This is an optimization exercise on Yosys and OpenROAD, whose aim is small area, a short achievable clock period and few clock cycles, not a production implementation.
RTL that was checked went through simulation tests only; none was proved equivalent to the original.

## brv32p_muldiv
module brv32p_muldiv (
  input  logic        clk,
  input  logic        rst_n,
  input  logic        start,
  input  logic        hold,        
  input  logic [2:0]  op,          
  input  logic [31:0] a,           
  input  logic [31:0] b,           
  output logic [31:0] result,
  output logic        busy,
  output logic        valid        
);
  localparam logic [2:0] MD_MUL    = 3'b000;
  localparam logic [2:0] MD_MULH   = 3'b001;
  localparam logic [2:0] MD_MULHSU = 3'b010;
  localparam logic [2:0] MD_MULHU  = 3'b011;
  localparam logic [2:0] MD_DIV    = 3'b100;
  localparam logic [2:0] MD_DIVU   = 3'b101;
  localparam logic [2:0] MD_REM    = 3'b110;
  localparam logic [2:0] MD_REMU   = 3'b111;
  logic        mul_sa, mul_sb;
  logic [32:0] mx;                             
  logic [34:0] my;                             
  assign mul_sa = (op[1:0] == 2'b01) || (op[1:0] == 2'b10);
  assign mul_sb = (op[1:0] == 2'b01);
  assign mx = {mul_sa & a[31], a};
  assign my = {{2{mul_sb & b[31]}}, b, 1'b0};
  logic [63:0] prod;
  logic [16:0] bneg, bone, btwo;
  logic pp0_0, pp0_1, pp0_2, pp0_3, pp0_4, pp0_5, pp0_6, pp0_7, pp0_8, pp0_9, pp0_10, pp0_11, pp0_12, pp0_13, pp0_14, pp0_15;
  logic pp0_16, pp0_17, pp0_18, pp0_19, pp0_20, pp0_21, pp0_22, pp0_23, pp0_24, pp0_25, pp0_26, pp0_27, pp0_28, pp0_29, pp0_30, pp0_31;
  logic pp0_32, pp0_33, pp1_0, pp1_1, pp1_2, pp1_3, pp1_4, pp1_5, pp1_6, pp1_7, pp1_8, pp1_9, pp1_10, pp1_11, pp1_12, pp1_13;
  logic pp1_14, pp1_15, pp1_16, pp1_17, pp1_18, pp1_19, pp1_20, pp1_21, pp1_22, pp1_23, pp1_24, pp1_25, pp1_26, pp1_27, pp1_28, pp1_29;
  logic pp1_30, pp1_31, pp1_32, pp1_33, pp2_0, pp2_1, pp2_2, pp2_3, pp2_4, pp2_5, pp2_6, pp2_7, pp2_8, pp2_9, pp2_10, pp2_11;
  logic pp2_12, pp2_13, pp2_14, pp2_15, pp2_16, pp2_17, pp2_18, pp2_19, pp2_20, pp2_21, pp2_22, pp2_23, pp2_24, pp2_25, pp2_26, pp2_27;
  ...
For scale: about 4800 cells after synthesis, roughly 110 flip-flops, roughly 110 I/O pins, roughly 0.041 mm^2 of cells after synthesis.
clock: 16.0 ns
lec_check: 0
cap_margin: 20
core_margin: 2
core_utilization: 45
place_density: 0.6
setup_slack_margin: 2.5
slew_margin: 20
standard.sh (not shown) runs the stock make flow with config.mk's settings and CLKGATE_MAP_FILE= SYNTH_SCRIPT=/design/flow/synth_recipe.tcl, a recipe that flattens the netlist after the stock synthesis.
==> flow/flow/run.sh <==
#!/bin/bash
# Own flow: the standard layout, except that the synthesis maps the logic
# with an area-oriented ABC script (flow/abc_area.script) in place of ORFS's
# speed script. Everything else, registers included, is the standard synthesis:
# the same synth_recipe.tcl and ORFS synth.tcl, with only the abc call's script
# swapped. Timing is then repaired by the standard placement and CTS steps.
# Port buffers are buf_2 cells instead of ORFS's default pick.
set -euo pipefail
W=$(pwd)
FLOWDIR=$(cd "$(dirname "${BASH_SOURCE[0]}")" && pwd)

# ORFS synth.tcl with the abc script replaced
sed "s#log_cmd abc {\*}\$abc_args#log_cmd abc {*}[lreplace \$abc_args 0 1 -script $FLOWDIR/abc_area.script]#" \
  "$FLOW_HOME/scripts/synth.tcl" > "$W/own_synth_body.tcl"
grep -q "abc_area.script" "$W/own_synth_body.tcl"
sed "s#source \$::env(SCRIPTS_DIR)/synth.tcl#source $W/own_synth_body.tcl#" \
  "$W/synth_recipe.tcl" > "$W/own_synth.tcl"
grep -q "own_synth_body.tcl" "$W/own_synth.tcl"

# standard.sh with the synthesis script swapped, for the synthesis step only
sed "s#SYNTH_SCRIPT=[^ ]*#SYNTH_SCRIPT=$W/own_synth.tcl#" "$W/standard.sh" > "$W/own_standard.sh"
grep -q "own_synth.tcl" "$W/own_standard.sh"
# standard.sh whose port buffers are buf_2 cells (ORFS's default pick is a
# delay cell); every port still gets its buffer
sed "s#CLKGATE_MAP_FILE= #CLKGATE_MAP_FILE= BUFFER_PORTS_ARGS=-buffer_cell\\\\ sky130_fd_sc_hd__buf_2 #" "$W/standard.sh" > "$W/own_finish.sh"
grep -q "BUFFER_PORTS_ARGS" "$W/own_finish.sh"

bash "$W/own_standard.sh" synth > "$W/synth_make.log" 2>&1
bash "$W/own_finish.sh" finish > "$W/finish_make.log" 2>&1
test -f "$W/out/final.def"
==> flow/flow/abc_area.script <==
&get -n
&st
&dch
&nf -D 11000
&put
topo
stime -c
Testbench counts at the start, summed over its fixed seeds: cycles 17,182.
Next try:
--- a/flow/flow/run.sh
+++ b/flow/flow/run.sh
@@ -7 +6,0 @@
-# Port buffers are buf_2 cells instead of ORFS's default pick.
@@ -23,4 +21,0 @@
-# standard.sh whose port buffers are buf_2 cells (ORFS's default pick is a
-# delay cell); every port still gets its buffer
-sed "s#CLKGATE_MAP_FILE= #CLKGATE_MAP_FILE= BUFFER_PORTS_ARGS=-buffer_cell\\\\ sky130_fd_sc_hd__buf_2 #" "$W/standard.sh" > "$W/own_finish.sh"
-grep -q "BUFFER_PORTS_ARGS" "$W/own_finish.sh"
@@ -29 +24 @@
-bash "$W/own_finish.sh" finish > "$W/finish_make.log" 2>&1
+bash "$W/standard.sh" finish > "$W/finish_make.log" 2>&1
- SETUP_SLACK_MARGIN: 2.5 -> 2
Outcome: Clock-buffer cell count does not change; final area decreases by 1.8%; critical path depth came out higher by 5; utilization is lower by 0.97 points; area after synthesis does not change; worst hold slack hardly moves; clock skew stays flat.


build 79:
brv32p_muldiv, a different RTL version from the one above (not shown whole).
For scale: roughly 4100 cells after synthesis, about 110 flip-flops, ~110 I/O pins, ~38000 um2 of cells after synthesis.
export LEC_CHECK = 0
export CAP_MARGIN = 20
export CORE_MARGIN = 2
export CORE_UTILIZATION = 55
export GPL_ROUTABILITY_DRIVEN = 0
export PLACE_DENSITY = 0.7
export SETUP_SLACK_MARGIN = 2
export SLEW_MARGIN = 20
create_clock -name core_clock -period 16.0 [get_ports {clk}]
==> flow/flow/run.sh <==
#!/bin/bash
# Own flow: the standard layout, except that the synthesis maps the logic
# with an area-oriented ABC script (flow/abc_area.script) in place of ORFS's
# speed script. Everything else, registers included, is the standard synthesis:
# the same synth_recipe.tcl and ORFS synth.tcl, with only the abc call's script
# swapped and synth's fine stage run without its generic abc pass. Timing is
# then repaired by the standard placement and CTS steps.
# Port buffers are buf_2 cells instead of ORFS's default pick.
set -euo pipefail
W=$(pwd)
FLOWDIR=$(cd "$(dirname "${BASH_SOURCE[0]}")" && pwd)

# ORFS synth.tcl with the abc script replaced
sed "s#log_cmd abc {\*}\$abc_args#log_cmd abc {*}[lreplace \$abc_args 0 1 -script $FLOWDIR/abc_area.script]#" \
  "$FLOW_HOME/scripts/synth.tcl" > "$W/own_synth_body.tcl"
grep -q "abc_area.script" "$W/own_synth_body.tcl"
# no generic abc pass inside synth's fine stage: extract_fa then finds the
# design's adders in their own polarity, without inverters between them
sed -i "s#synth -top \$::env(DESIGN_NAME) -run fine: {\*}\$synth_full_args#synth -top \$::env(DESIGN_NAME) -run fine: -noabc {*}\$synth_full_args#" "$W/own_synth_body.tcl"
grep -q "run fine: -noabc" "$W/own_synth_body.tcl"
sed "s#source \$::env(SCRIPTS_DIR)/synth.tcl#source $W/own_synth_body.tcl#" \
  "$W/synth_recipe.tcl" > "$W/own_synth.tcl"
grep -q "own_synth_body.tcl" "$W/own_synth.tcl"

# standard.sh with the synthesis script swapped, for the synthesis step only
sed "s#SYNTH_SCRIPT=[^ ]*#SYNTH_SCRIPT=$W/own_synth.tcl#" "$W/standard.sh" > "$W/own_standard.sh"
grep -q "own_synth.tcl" "$W/own_standard.sh"
# standard.sh whose port buffers are buf_2 cells (ORFS's default pick is a
# delay cell); every port still gets its buffer
sed "s#CLKGATE_MAP_FILE= #CLKGATE_MAP_FILE= BUFFER_PORTS_ARGS=-buffer_cell\\\\ sky130_fd_sc_hd__buf_2 #" "$W/standard.sh" > "$W/own_finish.sh"
grep -q "BUFFER_PORTS_ARGS" "$W/own_finish.sh"

bash "$W/own_standard.sh" synth > "$W/synth_make.log" 2>&1
bash "$W/own_finish.sh" finish > "$W/finish_make.log" 2>&1
test -f "$W/out/final.def"
Scripts as last shown in full above: flow/flow/abc_area.script
Testbench counts of build 79, summed over its fixed seeds: cycles 17,273.
#### Input delta (build 25 over build 79)
-- flow/config.mk --
<<< build 79, line 11
export GPL_ROUTABILITY_DRIVEN = 0
>>> build 25, line 11
Notes after the runs:
Comparing build 79 with build 25, the number of placed instances with taps included came out essentially unchanged. There was hardly any difference in register share of the cell area between build 79 and build 25. Diff build 79 -> build 25: combined buffer and inverter count along the critical path saw a decrease, non-clock buffer count saw an increase.
The following lists how build 83 was set up differently from build 25:
-- flow/config.mk --
<<< build 25, line 11
>>> build 83, line 11
export GPL_TIMING_DRIVEN = 0
### Flow results
Build 83 | status: complete | timing, DRC, antenna: pass
Between build 83 and build 25, minimum clock period after layout is lower for build 25, build 83 comes in above that.
The lower final worst slack came out of build 83.
| core utilization | build 83 vs build 25 | 1.8 points higher |
Relative to build 83, the following input files were edited for build 40:
==> flow/flow/abc_area.script <==
&get -n
&st
&dch
&nf -R 1000
&put
topo
stime -c
-- flow/config.mk --
<<< build 83, line 11
export GPL_TIMING_DRIVEN = 0
>>> build 40, line 11
Build 40 completed end to end with timing, DRC and antenna clean.
Build 40 vs. build 83: post-route worst hold slack moved down, number of distinct library cells after synthesis moved down.
Compared with build 83, build 40 shows routability-driven placement congestion ratio higher by about 8%.
Wire length of the first global-routing pass down 0.65% in build 40 wrt build 83
Build 83 -> build 40: part of the Yosys area used for sequential elements flat
Fraction of area in registers sits higher in build 40 than in build 83.
Run comparison: build 83 timing endpoint of the critical path result[18]; build 40 timing endpoint of the critical path result[10]
[build 40] overall routed net length rose 0.96% relative to build 83


Setup of fjord:
Another version of the RTL of brv32p_muldiv (not shown whole).
Size: about 5,600 cells after synthesis.
Settings: LEC_CHECK=0, CAP_MARGIN=20, CORE_MARGIN=2, CORE_UTILIZATION=45, PLACE_DENSITY=0.6, SETUP_SLACK_MARGIN=0.5, SLEW_MARGIN=20; clock period 16.0 ns.
run.sh (not shown) runs the stock make flow with config.mk's settings and CLKGATE_MAP_FILE= SYNTH_SCRIPT=/design/flow/synth_recipe.tcl, a recipe that flattens the netlist after the stock synthesis.
Stock flow here: none of the scripts above is used.
fjord: all stages complete, timing, DRC and antenna checks passed
Input-level comparison between indigo and fjord:
Settings: a change of CAP_MARGIN from 20 to 0; a change of SLEW_MARGIN from 20 to 0.
Results
- Top-level port count came out exactly the same in fjord and indigo.
- Maximum number of buffers from clock root to sink came out exactly the same in fjord and indigo.
- From fjord to indigo the numbers moved as follows: number of cells after detailed placement saw little to no change, cell area stayed essentially flat.
- Reported for fjord and indigo, signed area change from the synthesized netlist to the final layout turned out identical to the last digit.
- indigo vs. fjord: post-detailed-placement cell area essentially unchanged; number of buffers created by CTS closely matched the old numbers.
- ~same non-clock buffer total of the final layout in fjord and indigo
> inputs changed (indigo -> raven)
Settings: CAP_MARGIN changed from 0 to 20; SLEW_MARGIN changed from 0 to 20; SETUP_SLACK_MARGIN changed from 0.5 to 2.
[summary]
Setup fix buffers added after clock tree synthesis, indigo and raven: lower on indigo. Per the comparison of raven with indigo, non-clock buffer count has increased; utilization of the core after routing rose 1.8 points; wire length on met1 neither gained nor lost much; number of non-filler instances in the completed layout up 1.0%; synthesized cell count did not really move. Wire length on met3 went up by a little under 10% going from indigo to raven. After detailed routing, indigo needs less wire than raven. Compared indigo against raven; detail-routed via count per cell within noise.
Here is what was changed in the inputs of harbor compared with raven.
Settings: SETUP_SLACK_MARGIN changed from 2 to 4.
- harbor did not stop at any stage, and its layout met the timing, design-rule and antenna checks.
- raven -> harbor: final setup violation count delta 0, exact match
- First-pass GRT wire length (raven / harbor): 0.945
- Diff raven -> harbor: met2 routing resource usage after global routing higher; slew of the pin with the lowest slew margin lower; final design area excluding fillers higher.
- Area added between synthesis and finish (harbor over raven): increase, 10 points
- The sum of net half-perimeters after detailed placement on raven is in line with that on harbor.
- harbor ends up with a sequential portion of the cell area that is 0.51 points lower than in raven.
Function was not checked in any run of this note: the RTL went through the layout flow alone.

## what the ideal ports hide
No port has a modelled driver above. Below, the same layouts with a new extraction and two added sets of constraints.
Step 1 sets driving cells, clkbuf_16 on the clock port and buf_2 on the other inputs (assumed; they add their load-dependent delay and slew).
Step 2 moves the port delays by t, midway between the first and last clock arrival at a register: inputs arrive t later, outputs are due t later. That takes back most of the time a late clock gives input paths.
Three values: ideal ports, drivers, drivers and shift; two values: the first two.
run | t (ns) | setup slack, ns | worst hold slack (ns) | slew at the worst register clock pin (ns) | worst slew at a driven data input, ns
the first run of note 1 | 0.439 | 2.394 / 2.372 / 2.372 | 0.484 / 0.484 / 0.484 | 0.09 / 0.09 | 0.16
the second run of note 1 | 0.442 | 2.034 / 2.017 / 2.017 | 0.485 / 0.485 / 0.485 | 0.09 / 0.09 | 0.15
build 79 | 0.434 | 2.087 / 2.063 / 2.063 | 0.458 / 0.458 / 0.458 | 0.09 / 0.09 | 0.08
build 25 | 0.424 | 2.163 / 2.108 / 2.108 | 0.465 / 0.465 / 0.465 | 0.08 / 0.08 | 0.09
build 83 | 0.429 | 1.950 / 1.867 / 1.867 | 0.455 / 0.455 / 0.455 | 0.08 / 0.08 | 0.20
build 40 | 0.430 | 2.088 / 2.039 / 2.039 | 0.452 / 0.452 / 0.452 | 0.08 / 0.08 | 0.14
fjord | 0.444 | 0.754 / 0.731 / 0.731 | 0.474 / 0.474 / 0.474 | 0.09 / 0.09 | 0.08
indigo | 0.444 | 0.754 / 0.731 / 0.731 | 0.474 / 0.474 / 0.474 | 0.09 / 0.09 | 0.08
raven | 0.445 | 2.054 / 2.030 / 2.030 | 0.469 / 0.469 / 0.469 | 0.09 / 0.09 | 0.09
harbor | 0.452 | 2.521 / 2.457 / 2.457 | 0.463 / 0.463 / 0.463 | 0.09 / 0.09 | 0.12
After both steps every run listed still meets setup and hold. The setup slack of build 83, which loses most, moves by -0.083 ns with the drivers and by -0.083 ns with both steps.
